Context: an optimization exercise on an open-source flow, tuned for small area and a short achievable clock period. The choices shown serve that exercise and are no tape-out recipe.
Function was not checked in any run shown here: the RTL went through the layout flow alone.
Power is estimated from default activity; no workload was simulated.

==> flow/design.v, too long to show whole: its modules and the start of the top module <==
// module and64: 7 lines
// module or64: 7 lines
// module xnor64: 7 lines
// module xor64_by_1: 7 lines
// module comp_sign_extend: 7 lines
// module set_lsb: 6 lines
// module vadder64: 15 lines
// module shift64: 18 lines
// module lt65: 7 lines
// module gt65: 7 lines
// module mux8_to_1_x64: 38 lines
// module alu64: 999 lines
// module alu64_sync: 43 lines
module alu64_sync(
    input clk,
    input en,
    input MD,
    input [2:0] OP,
    input [63:0] R1,
    input [63:0] R2,
    output reg EQ,
    output reg GT,
    output reg LT,
    output reg OVR,
    output reg [63:0] Q
    );
  // ...
==> flow/run.sh <==
#!/bin/bash
# synth_recipe.tcl (not shown) runs the flow's synth.tcl, then flattens the netlist and writes it again
# the make line also repeats each setting of config.mk as NAME=value (left out here)
make -C /OpenROAD-flow-scripts/flow DESIGN_CONFIG=/design/flow/config.mk WORK_HOME=/design/flow/orfs CLKGATE_MAP_FILE= SYNTH_SCRIPT=/design/flow/synth_recipe.tcl finish
==> flow/config.mk <==
export PLATFORM = sky130hd
export DESIGN_NAME = alu64_sync
export DESIGN_NICKNAME = alu64_sync
export VERILOG_FILES = /design/flow/design.v
export SDC_FILE = /design/flow/constraint.sdc
export NUM_CORES = 4
export LEC_CHECK = 0
export ABC_AREA = 1
export CAP_MARGIN = 20
export CORE_MARGIN = 2
export CORE_UTILIZATION = 40
export SLEW_MARGIN = 20
==> flow/constraint.sdc <==
create_clock -name core_clock -period 4.0 [get_ports {clk}]
set_input_delay 0.8000 -clock core_clock [delete_from_list [all_inputs] [get_ports {clk}]]
set_output_delay 0.8000 -clock core_clock [all_outputs]
set_load 0.01 [all_outputs]
==> impl_metrics.yaml, run 1 <==
drt:
  wl_met3_um: 5380
  met2RoutedLength_um: 28300
  post_drt_wl_per_cell_um: 20.8
floorplan:
  nWellTaps: 518
  dieHeight_um: 203
  fp.dieW_um: 203
synthesis:
  synth_fa_ha_area_share_pct: 0.0791
  synth_nets: 2648
cells_and_area:
  nNonClkBuffers: 257
  multi_input_area_share_pct: 54.0
  nMultiInputCombCells: 1934
grt:
  grt_pass1_vias: 17000
clock_tree:
  cts.sinks: 201
  clockBufferDepth: 3
sta:
  slew_viol_final: 0
  worstMarginPinSlew_ns: 0.979
power:
  pg_comb_mw: 2.74
  power_switching_mw: 2.80
  vdd_drop_max_mv: 0.330
placement:
  port_buffers: 201
  gp_congestion: 0.955
worst_setup_path:
  cp_cell_sequence: "buf_4 > nand2_1 > o21ai_0 > o21ai_0 > nand2_1 > nand2_1 > o21ai_0 > nand2_1 > o21ai_0 > o21ai_0 > buf_4 > o21ai_0 > a21oi_1 > o221ai_1"
  cp_top_family: "compound AO/OA/AOI/OAI gates"
job:
  cap_violations: 0
run_status:
  status: "timing/DRC/antenna clean"
worst_hold_path:
  min_to: "Q[24]$_DFF_P_"
==> inputs of run 2 (changes only) <==
--- a/flow/design.v
+++ b/flow/design.v
@@ -145,17 +145,16 @@
     output EQ;
     output GT;
     output LT;
     output OVR;
     output [63:0] Q;
     wire [63:0] p;                   
     assign p[63:6] = h[63:6];
     assign p[5:0] = a[5:0] ^ h[5:0] ^ {6{MD}};
-    wire [63:0] x = p ^ {64{MD}};    
     wire [63:0] g = a & ~p;          
     wire g0c = g[0] | (p[0] & MD);
     wire G0_1 = g[1] | (p[1] & g0c);
     wire P0_1 = p[1] & p[0];
     wire G0_3 = g[3] | (p[3] & g[2]);
     wire P0_3 = p[3] & p[2];
     wire G0_5 = g[5] | (p[5] & g[4]);
     wire P0_5 = p[5] & p[4];
@@ -458,19 +457,19 @@
     assign c[61] = G10_60;
     assign c[62] = G9_61;
     assign c[63] = G10_62;
     assign c[64] = G5_63;
     wire [63:0] sum = p ^ c[63:0];
     assign OVR = c[64];
     wire [63:0] lg;   
     wire [63:0] le;   
-    assign lg[62:0] = ~a[62:0] & x[62:0];
-    assign lg[63] = MD ? (~a[63] & x[63]) : (a[63] & x[63]);
-    assign le = ~x;
+    assign lg[62:0] = ~a[62:0] & p[62:0];
+    assign lg[63] = a[63] & p[63];
+    assign le = ~p;
     wire CL0_0 = lg[1] | (le[1] & lg[0]);
     wire CE0_0 = le[1] & le[0];
     wire CL0_1 = lg[3] | (le[3] & lg[2]);
     wire CE0_1 = le[3] & le[2];
     wire CL0_2 = lg[5] | (le[5] & lg[4]);
     wire CE0_2 = le[5] & le[4];
     wire CL0_3 = lg[7] | (le[7] & lg[6]);
     wire CE0_3 = le[7] & le[6];
@@ -587,18 +586,21 @@
     wire CL3_3 = CL2_7 | (CE2_7 & CL2_6);
     wire CE3_3 = CE2_7 & CE2_6;
     wire CL4_0 = CL3_1 | (CE3_1 & CL3_0);
     wire CE4_0 = CE3_1 & CE3_0;
     wire CL4_1 = CL3_3 | (CE3_3 & CL3_2);
     wire CE4_1 = CE3_3 & CE3_2;
     wire CL5_0 = CL4_1 | (CE4_1 & CL4_0);
     wire CE5_0 = CE4_1 & CE4_0;
-    assign LT = CL5_0;
-    assign EQ = CE5_0;
+    wire lt0 = CL5_0;
+    wire eq0 = CE5_0;
+    wire eq1 = &p;
+    assign LT = MD ? ~c[64] : lt0;
+    assign EQ = MD ? eq1 : eq0;
     assign GT = ~(LT | EQ);
     wire left = ~OP[2];               
     wire fill = MD & a[63] & OP[2];   
     wire [5:0] v = h[5:0];
     wire [63:0] ar;
     assign ar[0] = left ? a[63] : a[0];
     assign ar[1] = left ? a[62] : a[1];
     assign ar[2] = left ? a[61] : a[2];
--- a/flow/config.mk
+++ b/flow/config.mk
@@ -4,9 +4,10 @@
 export VERILOG_FILES = /design/flow/design.v
 export SDC_FILE = /design/flow/constraint.sdc
 export NUM_CORES = 4
 export LEC_CHECK = 0
 export ABC_AREA = 1
 export CAP_MARGIN = 20
 export CORE_MARGIN = 2
 export CORE_UTILIZATION = 40
+export SETUP_SLACK_MARGIN = 1.5
 export SLEW_MARGIN = 20
==> impl_metrics.yaml, run 2 <==
synthesis:
  synth_nets: 2728
  syn-cell-area_um2: 15900
  ys_ff_latch: 201
  avgSynthCellArea_um2: 6.11
  yosysSeqAreaShare_pct: 25.4
  synth_edf_count: 0
  synth_cells: 2594
  synthTopCellsByArea: "dfxtp_1 25%, nand2_1 17%, o21ai_0 11%, nand3_1 5.6%, inv_1 4.4%"
  ys.flop_type: "dfxtp_1"
  yosysTopAreaCellShare_pct: 25.4
  synthArstFlopShare_pct: 0
  synthTopCellsByCount: "725 x nand2_1, 354 x o21ai_0, 201 x dfxtp_1"
  synth_most_common_cell: "nand2_1"
  ys_warn_count: 1
  yosysTopAreaCell: "dfxtp_1"
  ys_types: 54
drt:
  ant_nets: 0
  drt_first_iter_violations: 2602
  vias: 20000
  post_drt_wl_per_cell_um: 23.4
  drc: 0
  routed_wl_um: 78300
  drtPass1Iterations: 6
  drt-vias-per-instance: 5.98
power:
  power_mw: 8.20
  power.density_cell_area_nw_per_um2: 369
  p_sw_share_pct: 39.9
  vdd_drop_max_mv: 0.359
  power_switching_mw: 3.27
  clockPowerShare_pct: 28.2
  seqPwrFrac_pct: 31.3
  power.leakage_nw: 9.20
  p_comb_share_pct: 40.5
  cell_internal_pwr_mw: 4.93
sta:
  worstMarginPinSlew_ns: 1.14
  hold_viol_final: 0
  rsz0062_at_grt: "yes"
  slew_viol_final: 0
  fin_tns_setup_ns: 0
  slew_headroom_pct: 23.6
  setup_viol: 0
  skew_ns: 0.0415
  period_needed_ns: 2.72
  post-route-period-util_pct: 68.0
  clock.fmax_mhz: 368
floorplan:
  io_pins: 202
  dieHeight_um: 203
  row_count: 72
  fp.dieArea_um2: 41200
  core_um2: 38900
  fp.dieW_um: 203
  initial_utilization_pct: 40.7
cells_and_area:
  fillers: 3765
  n_antenna_cell: 0
  multiInputGateArea_um2: 12100
  syn_to_final_growth_pct: 40.0
  reg_top3: "H_r: 64 flops, Q: 64 flops, R1_r: 64 flops"
  drive_gt1_share_pct: 22.4
  regArea_um2: 4080
  layout_commonest_cell: "nand2_1"
  final_cell_mix: "666 x nand2_1, 201 x clkdlybuf4s50_1, 181 x dfxtp_1"
  fin_nets: 2942
grt:
  grt_max_degree: 63
  grt_pass1_vias: 17700
  antenna_found_initial: 1
  grt_pass1_wl_um: 111000
  grt-ovfl-total: 0
  grt_util_all_layers_pct: 35.5
placement:
  hpwl_um: 55800
  port_buffers: 201
  gp_congestion: 1.03
worst_setup_path:
  required_ns: 4.44
  reg2regPathDepth: 20
  crit_type: "reg -> reg"
  cp_max_fo: 5
  worst_ep_arrival_time_ns: 3.16
  startpoint_type: "flop"
  end_kind: "flop"
clock_tree:
  cts_buffers: 24
  clockBufferDepth: 3
  clkSlewWorstSetupHoldPaths_ns: 0.07
  cts_tree: "built"
  postCtsHoldBufs: 0
  clock_latency_ns: 0.59
  htreeDepth: 1
  cts.sinks: 201
  root_buffer: "clkbuf_16"
job:
  cap_violations: 0
run_status:
  status: "timing/DRC/antenna clean"
worst_hold_path:
  hold_depth: 2
  hold_path.class: "reg -> reg"
==> run 2: worst max-delay path, cell delays in order, from the launching register on <==
cell,delay (ns)
dfxtp_4,0.36
buf_12,0.15
buf_8,0.14
buf_16,0.14
nand2_2,0.06
o21ai_2,0.08
o21ai_2,0.21
nand2_1,0.10
o21ai_2,0.12
nand2_1,0.08
o21ai_1,0.08
inv_1,0.09
nand2_1,0.06
o21ai_1,0.08
nand2_1,0.14
o21ai_4,0.11
nor2_1,0.14
a31oi_1,0.06
buf_4,0.23
nand2_2,0.06
nand4_1,0.10
==> run 2: cell type report <==
type,instances,share of cell area [%]
timing repair buffer,348,16.5
clock buffer,33,3.08
inverter,204,3.78
tap,518,2.92
sequential,201,18.4
multi-input combinational,2027,54.6
timing repair inverter,2,0.0733
clock inverter,10,0.631
==> run 2: path summary, 6_finish.rpt <==
path,from,end,slack [ns]
worst max-delay path,OP_r[2]$_DFF_P_,Q[13]$_DFF_P_,1.28
worst min-delay path,R1_r[60]$_DFF_P_,Q[60]$_DFF_P_,0.55
worst max register to register,OP_r[2]$_DFF_P_,Q[13]$_DFF_P_,1.28
worst min register to register,R1_r[60]$_DFF_P_,Q[60]$_DFF_P_,0.55
==> run 2: metal layers <==
metal	share of wire, %	GRT usage [%]	vias up
met1	43	49.8	9384
met4	5.1	13.6	2
met5	0.015	0	-
li1	-	-	9238
met3	9.8	6.32	221
met2	42	53.9	1154
==> run 2: through the flow <==
stage          hold slack [ns]  area [um^2]  utilization [%]  cells  setup WS [ns]
2_1_floorplan            0.496        15900                -   2594           1.81
3_3_place_gp             0.536        18300             47.0   3198          0.757
3_5_place_dp             0.551        18300             47.0   3198          0.748
4_1_cts                  0.555        20600             53.1   3302           1.37
5_1_grt                  0.578        22200             57.0   3343           1.19
6_report                 0.553        22200             57.0   3343           1.28
==> run 2: cells by family after synthesis <==
logic type | share of synthesized area [%]
compound gates | 25.0
xor+xnor | 6.63
buf+inv | 9.23
flops | 25.4
mux | 2.08
simple gates | 31.6
==> run 2: power groups by stage <==
stage	clock network, mW	logic (mW)	registers, mW
2_1_floorplan	0	1.58	2.51
3_3_place_gp	0	2.60	2.59
3_5_place_dp	0	2.60	2.59
4_1_cts	2.33	2.91	2.56
5_1_grt	2.40	3.54	2.60
6_report	2.31	3.32	2.57
==> run 2: what timing repair did <==
| action | CTS | global route |
|---|---|---|
| setup buffers | 55 | 30 |
| setup endpoints to repair | 68 | 68 |
| cloned | 6 | 11 |
| gates resized for setup | 351 | 371 |
| pin swaps | 42 | 83 |
==> inputs of run 3 (changes only) <==
==> flow/flow/run.sh (new file) <==
#!/bin/bash
# Standard ORFS layout (the standard.sh), with the port buffers made from the
# smallest buffer cell instead of the one buffer_ports picks by default.
set -euo pipefail
bash standard.sh BUFFER_PORTS_ARGS="-buffer_cell sky130_fd_sc_hd__buf_1" finish > standard.log 2>&1
==> flow/standard.sh (new file) <==
#!/bin/bash
# synth_recipe.tcl (not shown) runs the flow's synth.tcl, then flattens the netlist and writes it again
# the make line also repeats each setting of config.mk as NAME=value (left out here)
make -C /OpenROAD-flow-scripts/flow DESIGN_CONFIG=/design/flow/config.mk WORK_HOME=/design/flow/orfs CLKGATE_MAP_FILE= SYNTH_SCRIPT=/design/flow/synth_recipe.tcl "${@:-finish}"
removed: flow/run.sh
==> impl_metrics.yaml, run 3 <==
run_status:
  status: "timing/DRC/antenna clean"
sta:
  setup_viol: 0
  rsz0062_at_grt: "yes"
  hold_viol_final: 0
  hold_slack_ns: 0.364
  fin_tns_setup_ns: 0
  clock.fmax_mhz: 367
  period_needed_ns: 2.73
  worstMarginPinSlew_ns: 0.888
  skew_ns: 0.0181
  post-route-period-util_pct: 68.2
  slew_headroom_pct: 40.8
  slew_viol_final: 0
worst_setup_path:
  worst_ep_arrival_time_ns: 3.12
  cp_max_fo: 8
  required_ns: 4.39
  startpoint_type: "flop"
  end_kind: "flop"
  ff2ff_setup_slack_ns: 1.27
  crit_type: "reg -> reg"
cells_and_area:
  syn_to_final_growth_pct: 31.7
  drive_gt1_share_pct: 22.6
  n_antenna_cell: 0
  fin_nets: 2940
  layout_commonest_cell: "nand2_1"
  reg_top3: "H_r: 64 flops, Q: 64 flops, R1_r: 64 flops"
  final_cell_mix: "665 x nand2_1, 201 x buf_1, 176 x dfxtp_1"
clock_tree:
  clkSlewWorstSetupHoldPaths_ns: 0.07
  cts_tree: "built"
  cts_buffers: 23
  postCtsHoldBufs: 0
  cts.sinks: 201
  root_buffer: "clkbuf_16"
  clock_latency_ns: 0.54
  clockBufferDepth: 3
  htreeDepth: 1
synthesis:
  ys_types: 54
  synth_cells: 2594
  synth_xor_area_share_pct: 6.63
  synth_edf_count: 0
  synth_compound_area_share_pct: 25.0
  synth_most_common_cell: "nand2_1"
  synth_mux_area_share_pct: 2.08
  synth_top_family_by_area: "simple AND/OR/NAND/NOR gates"
  syn-cell-area_um2: 15900
  yosysSeqAreaShare_pct: 25.4
  synthTopCellsByArea: "dfxtp_1 25%, nand2_1 17%, o21ai_0 11%, nand3_1 5.6%, inv_1 4.4%"
  ys.flop_type: "dfxtp_1"
  yosysTopAreaCell: "dfxtp_1"
  yosys.area_share.simple_pct: 31.6
  yosysTopAreaCellShare_pct: 25.4
  synthArstFlopShare_pct: 0
  avgSynthCellArea_um2: 6.11
  synth_fa_ha_area_share_pct: 0
  ys_ff_latch: 201
  ys_warn_count: 1
  synthTopCellsByCount: "725 x nand2_1, 354 x o21ai_0, 201 x dfxtp_1"
  synth_nets: 2728
floorplan:
  row_count: 72
  fp.dieArea_um2: 41200
  initial_utilization_pct: 40.7
  core_um2: 38900
  fp.dieW_um: 203
  dieHeight_um: 203
  io_pins: 202
placement:
  hpwl_um: 52900
  gp_congestion: 1.04
  port_buffers: 201
grt:
  grt_max_degree: 63
  grt_pass1_wl_um: 108000
  antenna_found_initial: 1
  grt_pass1_vias: 17700
  grt_util_all_layers_pct: 34.3
  grt-ovfl-total: 0
power:
  power.leakage_nw: 8.64
  vdd_drop_max_mv: 0.299
  power.density_cell_area_nw_per_um2: 375
drt:
  drtPass1Iterations: 6
  vias: 19600
  drc: 0
  post_drt_wl_per_cell_um: 22.4
  drt-vias-per-instance: 5.86
  drt_first_iter_violations: 2420
  ant_nets: 0
  routed_wl_um: 74800
worst_hold_path:
  hold_path.class: "in -> reg"
job:
  cap_violations: 0
[run 3: cell counts after synthesis]
Identical to the previous run, type by type.
[run 3: kinds of logic after synthesis]
family          Yosys count
xor+xnor                120
simple gates           1181
flops                   201
mux                      33
compound gates          693
buf+inv                 366
[run 3: area by class of cell]
cell class / instances / area, um^2
Fill cell: 4020 / 18000
Multi-Input combinational cell: 2027 / 12200
Sequential cell: 201 / 4080
Timing Repair Buffer: 347 / 2360
Inverter: 204 / 827
Clock buffer: 31 / 676
Tap cell: 518 / 648
Clock inverter: 10 / 121
Timing Repair inverter: 2 / 13.8
[run 3: worst paths after layout]
kind / startpoint / endpoint / depth (start not counted)
setup / recovery: OP_r[2]$_DFF_P_ / Q[53]$_DFF_P_ / 15
hold / removal: R2[1] / H_r[1]$_DFF_P_ / 1
setup reg to reg: OP_r[2]$_DFF_P_ / Q[53]$_DFF_P_ / 15
hold reg to reg: R1_r[60]$_DFF_P_ / Q[60]$_DFF_P_ / 2
[run 3: metal layers]
layer  up-vias  share of wire, %  GRT usage, %
met5         -                 0             0
met4         0               3.9          12.2
met3       162                11          5.94
met2      1057                42          52.8
met1      9110                43          48.2
li1       9239                 -             -
[run 3: power by group]
group	leakage [nW]	switching [mW]	total, mW	internal [mW]
Combinational	6.54	1.97	3.06	1.09
Sequential	1.70	0.298	2.56	2.27
Clock	0.400	0.892	2.22	1.32
Total	8.64	3.16	7.84	4.68
[run 3: worst max-delay path: stages (launching register included)]
cell and delay (ns):
dfxtp_4 0.44, buf_12 0.17, buf_12 0.13, clkbuf_16 0.17, o21ai_2 0.09, nand2_2 0.09, o21ai_4 0.07, o21ai_2 0.16
nor2_2 0.07, a31oi_4 0.22, buf_6 0.13, a21oi_2 0.05, a22oi_2 0.30, nand2_2 0.12, a31oi_2 0.24, nand4_1 0.13
[run 3: timing repair]
| action | CTS | global route |
|---|---|---|
| buffers inserted | 49 | 39 |
| resized for setup | 326 | 405 |
| cloned | 7 | 5 |
| pin swaps | 44 | 112 |
| endpoints found under the setup margin | 68 | 67 |
[run 3: through the flow]
step                      cell area (um^2)  util, %  power [mW]  worst slack (ns)  instances
after floorplan                      15900        -        4.09              1.81       2594
after global placement               17000     43.7        4.92             0.585       3199
after detailed placement             17000     43.7        4.93             0.617       3199
after CTS                            19200     49.3        7.44              1.32       3296
after global routing                 20900     53.7        8.22              1.20       3340
final                                20900     53.7        7.84              1.27       3340
==> inputs of run 4 (changes only) <==
--- a/flow/config.mk
+++ b/flow/config.mk
@@ -10,4 +10,4 @@
 export CORE_MARGIN = 2
 export CORE_UTILIZATION = 40
-export SETUP_SLACK_MARGIN = 1.5
+export SETUP_SLACK_MARGIN = 2.0
 export SLEW_MARGIN = 20
==> impl_metrics.yaml, run 4 <==
power:
  cell_internal_pwr_mw: 4.67
  seqPwrFrac_pct: 33.0
  power_mw: 7.86
  p_sw_share_pct: 40.6
  power.leakage_nw: 8.77
  power_switching_mw: 3.19
  power.density_cell_area_nw_per_um2: 370
  vdd_drop_max_mv: 0.309
  p_comb_share_pct: 39.4
  clockPowerShare_pct: 27.6
grt:
  grt-ovfl-total: 0
  antenna_found_initial: 0
  grt_pass1_vias: 18000
  grt_pass1_wl_um: 109000
  grt_max_degree: 59
  grt_util_all_layers_pct: 34.8
sta:
  fin_tns_setup_ns: 0
  setup_viol: 0
  clock.fmax_mhz: 351
  period_needed_ns: 2.85
  rsz0062_at_grt: "yes"
  hold_viol_final: 0
  post-route-period-util_pct: 71.3
  skew_ns: 0.0366
  slew_headroom_pct: 41.0
  worstMarginPinSlew_ns: 0.885
  slew_viol_final: 0
clock_tree:
  htreeDepth: 1
  root_buffer: "clkbuf_16"
  cts.sinks: 201
  cts_tree: "built"
  clockBufferDepth: 3
  clkSlewWorstSetupHoldPaths_ns: 0.07
  clock_latency_ns: 0.55
  cts_buffers: 22
worst_setup_path:
  r2r_end: "Q[23]$_DFF_P_"
  startpoint_type: "flop"
  path_buf_inv: 4
  cp_top_family: "compound AO/OA/AOI/OAI gates"
  critPathSlowestCell: "o211ai_1"
  rr_startpoint: "OP_r[2]$_DFF_P_"
  ff2ff_setup_slack_ns: 1.15
  crit_type: "reg -> reg"
  required_ns: 4.40
  critPathCapture: "Q[23]$_DFF_P_"
  reg2regPathDepth: 15
  cp_cell_sequence: "buf_12 > buf_8 > nand2_2 > o21ai_2 > nand2_1 > o21ai_2 > buf_4 > mux2i_4 > o21ai_2 > o21ai_2 > o211ai_1 > o21ai_4 > buf_4 > nand2_1 > nand4_1"
  end_kind: "flop"
  cpMostUsedCell: "o21ai_2"
  cp_max_fo: 6
  worst_ep_arrival_time_ns: 3.25
  startpoint: "OP_r[2]$_DFF_P_"
  cp.depth: 15
  critPathMaxStageDelay_ns: 0.51
drt:
  drt_first_iter_violations: 2441
  drc: 0
  post_drt_wl_per_cell_um: 22.6
  drtPass1Iterations: 6
  vias: 20100
  ant_nets: 0
  drt-vias-per-instance: 6.00
  routed_wl_um: 75700
synthesis:
  synthTopCellsByArea: "dfxtp_1 25%, nand2_1 17%, o21ai_0 11%, nand3_1 5.6%, inv_1 4.4%"
  synthArstFlopShare_pct: 0
  ys.flop_type: "dfxtp_1"
  syn-cell-area_um2: 15900
  synth_most_common_cell: "nand2_1"
  yosysSeqAreaShare_pct: 25.4
  synth_edf_count: 0
  avgSynthCellArea_um2: 6.11
  ys_ff_latch: 201
  ys_types: 54
  yosysTopAreaCell: "dfxtp_1"
  ys_warn_count: 1
  synthTopCellsByCount: "725 x nand2_1, 354 x o21ai_0, 201 x dfxtp_1"
  synth_nets: 2728
  synth_cells: 2594
  yosysTopAreaCellShare_pct: 25.4
cells_and_area:
  n_antenna_cell: 0
  reg_top3: "H_r: 64 flops, Q: 64 flops, R1_r: 64 flops"
  fin_nets: 2952
  final_area_um2: 21200
  multiInputGateArea_um2: 12400
  layout_commonest_cell: "nand2_1"
  final_cell_mix: "649 x nand2_1, 201 x buf_1, 163 x inv_1"
  syn_to_final_growth_pct: 33.8
  fillers: 3885
  regArea_um2: 4120
  drive_gt1_share_pct: 25.1
floorplan:
  core_um2: 38900
  dieHeight_um: 203
  fp.dieArea_um2: 41200
  row_count: 72
  fp.dieW_um: 203
  initial_utilization_pct: 40.7
  io_pins: 202
placement:
  place_area_um2: 17000
  gp_congestion: 1.02
  port_buffers: 201
  hpwl_um: 52200
worst_hold_path:
  hold_depth: 1
  hold_path.class: "in -> reg"
job:
  cap_violations: 0
run_status:
  status: "timing/DRC/antenna clean"
[run 4: cell counts after synthesis]
Identical to the previous run, type by type.
[run 4: repair_timing]
action	in CTS	in global routing
resized for setup	504	255
gates cloned	11	4
buffers inserted	69	40
setup endpoints to repair	68	68
pin swaps	78	79
hold buffers	0	0
[run 4: per-layer routing]
layer / track usage (%) / wire, um
met3: 7.96 / 9130
met2: 51.5 / 32000
met4: 16.2 / 4020
met1: 47.6 / 30600
met5: 0 / 0
[run 4: stage by stage]
step	utilization, %	hold slack (ns)	std cells	setup slack, ns
4_1_cts	51.1	0.323	3307	1.31
3_5_place_dp	43.7	0.575	3188	0.642
2_1_floorplan	-	0.496	2594	1.83
3_3_place_gp	43.7	0.556	3188	0.636
5_1_grt	54.5	0.328	3351	1.16
6_report	54.5	0.336	3351	1.15
[run 4: cells by family after synthesis]
group	synth area share [%]
buf+inv	9.23
compound gates	25.0
simple gates	31.6
flops	25.4
xor+xnor	6.63
mux	2.08
[run 4: final cells by class]
class,instances,share of cell area [%]
clock buffers,28,3.09
clock inverters,11,0.572
inverters,204,3.93
multi-input cells,2027,58.4
flip-flops and latches,201,19.4
well taps,518,3.05
repair buffers,359,11.5
repair inverters,3,0.100
[run 4: power groups by stage]
| stage | registers, mW | logic, mW | clock network [mW] |
|---|---|---|---|
| after floorplan | 2.51 | 1.61 | 0 |
| after global placement | 2.60 | 2.33 | 0 |
| after detailed placement | 2.60 | 2.34 | 0 |
| after CTS | 2.57 | 2.76 | 2.21 |
| after global routing | 2.63 | 3.31 | 2.29 |
| final | 2.59 | 3.10 | 2.17 |
[run 4: worst min path at each step]
stage / to / startpoint / slack (ns)
finish: H_r[2]$_DFF_P_ / R2[2] / 0.34
global route: H_r[2]$_DFF_P_ / R2[2] / 0.33
CTS: H_r[2]$_DFF_P_ / R2[2] / 0.32
detailed placement: Q[35]$_DFF_P_ / H_r[35]$_DFF_P_ / 0.57
global placement: Q[35]$_DFF_P_ / H_r[35]$_DFF_P_ / 0.56
floorplan: Q[60]$_DFF_P_ / R1_r[60]$_DFF_P_ / 0.50
==> inputs of run 5 (changes only) <==
--- a/flow/config.mk
+++ b/flow/config.mk
@@ -10,4 +10,4 @@
 export CORE_MARGIN = 2
 export CORE_UTILIZATION = 40
-export SETUP_SLACK_MARGIN = 2.0
+export SETUP_SLACK_MARGIN = 1.0
 export SLEW_MARGIN = 20
==> impl_metrics.yaml, run 5 <==
grt:
  antenna_found_initial: 3
  grt_pass1_wl_um: 104000
  top_usage_layer: "met2"
  grt_pass1_vias: 17000
  grt-ovfl-total: 0
  grt_max_degree: 64
  use_met2_pct: 50.6
  grt_use_met1_pct: 47.2
  grt_util_all_layers_pct: 32.9
  grt_util_met3_pct: 4.69
sta:
  fin_tns_setup_ns: 0
  slew_viol_final: 0
  rsz0062_at_grt: "yes"
  fin_ws_ns: 0.976
  setup_viol: 0
  hold_viol_final: 0
  clock.fmax_mhz: 331
  hold_slack_ns: 0.354
  post-route-period-util_pct: 75.6
  skew_ns: 0.0132
  worstMarginPinSlew_ns: 1.16
  period_needed_ns: 3.02
  slew_headroom_pct: 22.4
clock_tree:
  clockBufferDepth: 3
  htreeDepth: 1
  clkSlewWorstSetupHoldPaths_ns: 0.07
  cts.sinks: 201
  cts_tree: "built"
  cts_buffers: 23
  root_buffer: "clkbuf_16"
  postCtsHoldBufs: 0
  clock_latency_ns: 0.54
drt:
  drc: 0
  routed_wl_um: 71100
  ant_nets: 0
  drt-vias-per-instance: 5.81
  drtPass1Iterations: 6
  drt_first_iter_violations: 2307
  vias: 18900
  post_drt_wl_per_cell_um: 21.8
placement:
  gp_congestion: 1.04
  place_area_um2: 17000
  place_ws_ns: 0.617
  hpwl_um: 52900
  port_buffers: 201
power:
  power.leakage_nw: 7.75
  power.density_cell_area_nw_per_um2: 398
  power_mw: 7.29
  vdd_drop_max_mv: 0.295
synthesis:
  synthTopCellsByArea: "dfxtp_1 25%, nand2_1 17%, o21ai_0 11%, nand3_1 5.6%, inv_1 4.4%"
  syn-cell-area_um2: 15900
  synth_cells: 2594
  yosysTopAreaCell: "dfxtp_1"
  ys_warn_count: 1
  synth_most_common_cell: "nand2_1"
  yosysSeqAreaShare_pct: 25.4
  ys_types: 54
  synth_nets: 2728
  synthTopCellsByCount: "725 x nand2_1, 354 x o21ai_0, 201 x dfxtp_1"
  avgSynthCellArea_um2: 6.11
  synthArstFlopShare_pct: 0
  synth_edf_count: 0
  ys_ff_latch: 201
  ys.flop_type: "dfxtp_1"
  yosysTopAreaCellShare_pct: 25.4
floorplan:
  core_um2: 38900
  io_pins: 202
  initial_utilization_pct: 40.7
  fp.dieW_um: 203
  row_count: 72
  dieHeight_um: 203
  fp.dieArea_um2: 41200
worst_hold_path:
  hold_path.class: "in -> reg"
  hold_depth: 1
job:
  cap_violations: 0
worst_setup_path:
  worst_ep_arrival_time_ns: 3.50
  end_kind: "flop"
  reg2regPathDepth: 15
  startpoint_type: "flop"
  required_ns: 4.47
  cp_max_fo: 24
  crit_type: "reg -> reg"
cells_and_area:
  final_cell_mix: "719 x nand2_1, 292 x o21ai_0, 201 x buf_1"
  fin_nets: 2857
  reg_top3: "H_r: 64 flops, Q: 64 flops, R1_r: 64 flops"
  layout_commonest_cell: "nand2_1"
  syn_to_final_growth_pct: 15.5
  final_area_um2: 18300
  drive_gt1_share_pct: 8.76
  n_antenna_cell: 0
run_status:
  status: "timing/DRC/antenna clean"
[run 5: where the power goes]
group | internal, mW | leakage, nW | switching (mW) | total (mW)
combinational | 0.819 | 5.66 | 1.71 | 2.53
clock | 1.32 | 0.400 | 0.889 | 2.21
sequential | 2.26 | 1.70 | 0.284 | 2.55
[run 5: repair_timing]
action | in CTS | in global routing
pin swaps | 0 | 6
gates resized for setup | 23 | 127
endpoints found under the setup margin | 58 | 64
gates cloned | 0 | 4
setup buffers | 2 | 11
[run 5: worst max-delay path, cell delays in order (launching register included)]
cell and delay (ns):
dfxtp_4 0.41, buf_4 0.16, buf_8 0.15, nand2_1 0.07
o21ai_0 0.10, nand2_1 0.08, o21ai_0 0.12, mux2i_1 0.53
o21ai_1 0.17, nor2_1 0.20, a31oi_1 0.07, o211ai_1 0.35
o21ai_1 0.25, nor2_1 0.15, nor2_1 0.05, nand3_1 0.09
[run 5: per-layer routing]
metal / wire (um) / up-vias
met4: 2390 / 4
met1: 31500 / 8747
met3: 7110 / 122
met5: 26 / -
met2: 30100 / 1024
li1: - / 9039
[run 5: final timing paths]
check                         from        endpoint  slack (ns)
setup reg to reg   OP_r[2]$_DFF_P_   Q[55]$_DFF_P_        0.98
setup / recovery   OP_r[2]$_DFF_P_   Q[55]$_DFF_P_        0.98
hold / removal               R2[1]  H_r[1]$_DFF_P_        0.35
hold reg to reg   R1_r[60]$_DFF_P_   Q[60]$_DFF_P_        0.55
[run 5: cell families (layout without fill, tap and decap cells)]
family | Yosys count | after routing | synth area share (%)
muxes | 33 | 33 | 2.08
buffers and inverters | 366 | 511 | 9.23
AOI/OAI and AO/OA | 693 | 693 | 25.0
and+or+nand+nor | 1181 | 1181 | 31.6
DFF | 201 | 201 | 25.4
xor gates and xnor gates | 120 | 120 | 6.63
[run 5: metrics by stage]
| stage | instances | util (%) |
|---|---|---|
| 2_1_floorplan | 2594 | - |
| 3_3_place_gp | 3199 | 43.7 |
| 3_5_place_dp | 3199 | 43.7 |
| 4_1_cts | 3242 | 45.9 |
| 5_1_grt | 3257 | 47.0 |
| 6_report | 3257 | 47.0 |
[run 5: area by class of cell]
class,instances,area (um^2)
fill,4240,20600
clock inverter,10,121
sequential,201,4050
timing repair buffer,265,1380
clock buffer,31,676
timing repair inverter,1,8.76
multi-input combinational,2027,10600
tap,518,648
inverter,204,791

[what the ideal ports hide]
How much do the figures lean on ideal ports? The routed layouts below were timed once more, with nothing changed but the port constraints. Step 1: set_driving_cell puts a clkbuf_16 on clk and a buf_2 on each other input, an assumption about the parent block. Step 2 adds t to the input delays and takes it off the output delays; t is the mean of the earliest and latest rising clock arrival at the registers after step 1. Input paths then give back, and output paths get back, about the clock's delay inside the block. a / b / c = no drivers / after step 1 / after step 2; a / b = the first two.
run | t (ns) | setup slack, ns | slew at the worst register clock pin (ns)
run 1 | 0.606 | 0.399 / 0.399 / 0.399 | 0.06 / 0.06
run 2 | 0.627 | 1.281 / 1.281 / 1.281 | 0.07 / 0.07
run 3 | 0.590 | 1.273 / 1.273 / 1.273 | 0.07 / 0.07
run 4 | 0.589 | 1.148 / 1.148 / 1.148 | 0.07 / 0.07
run 5 | 0.588 | 0.976 / 0.976 / 0.976 | 0.07 / 0.07
After both steps setup and hold are still met in every run listed.
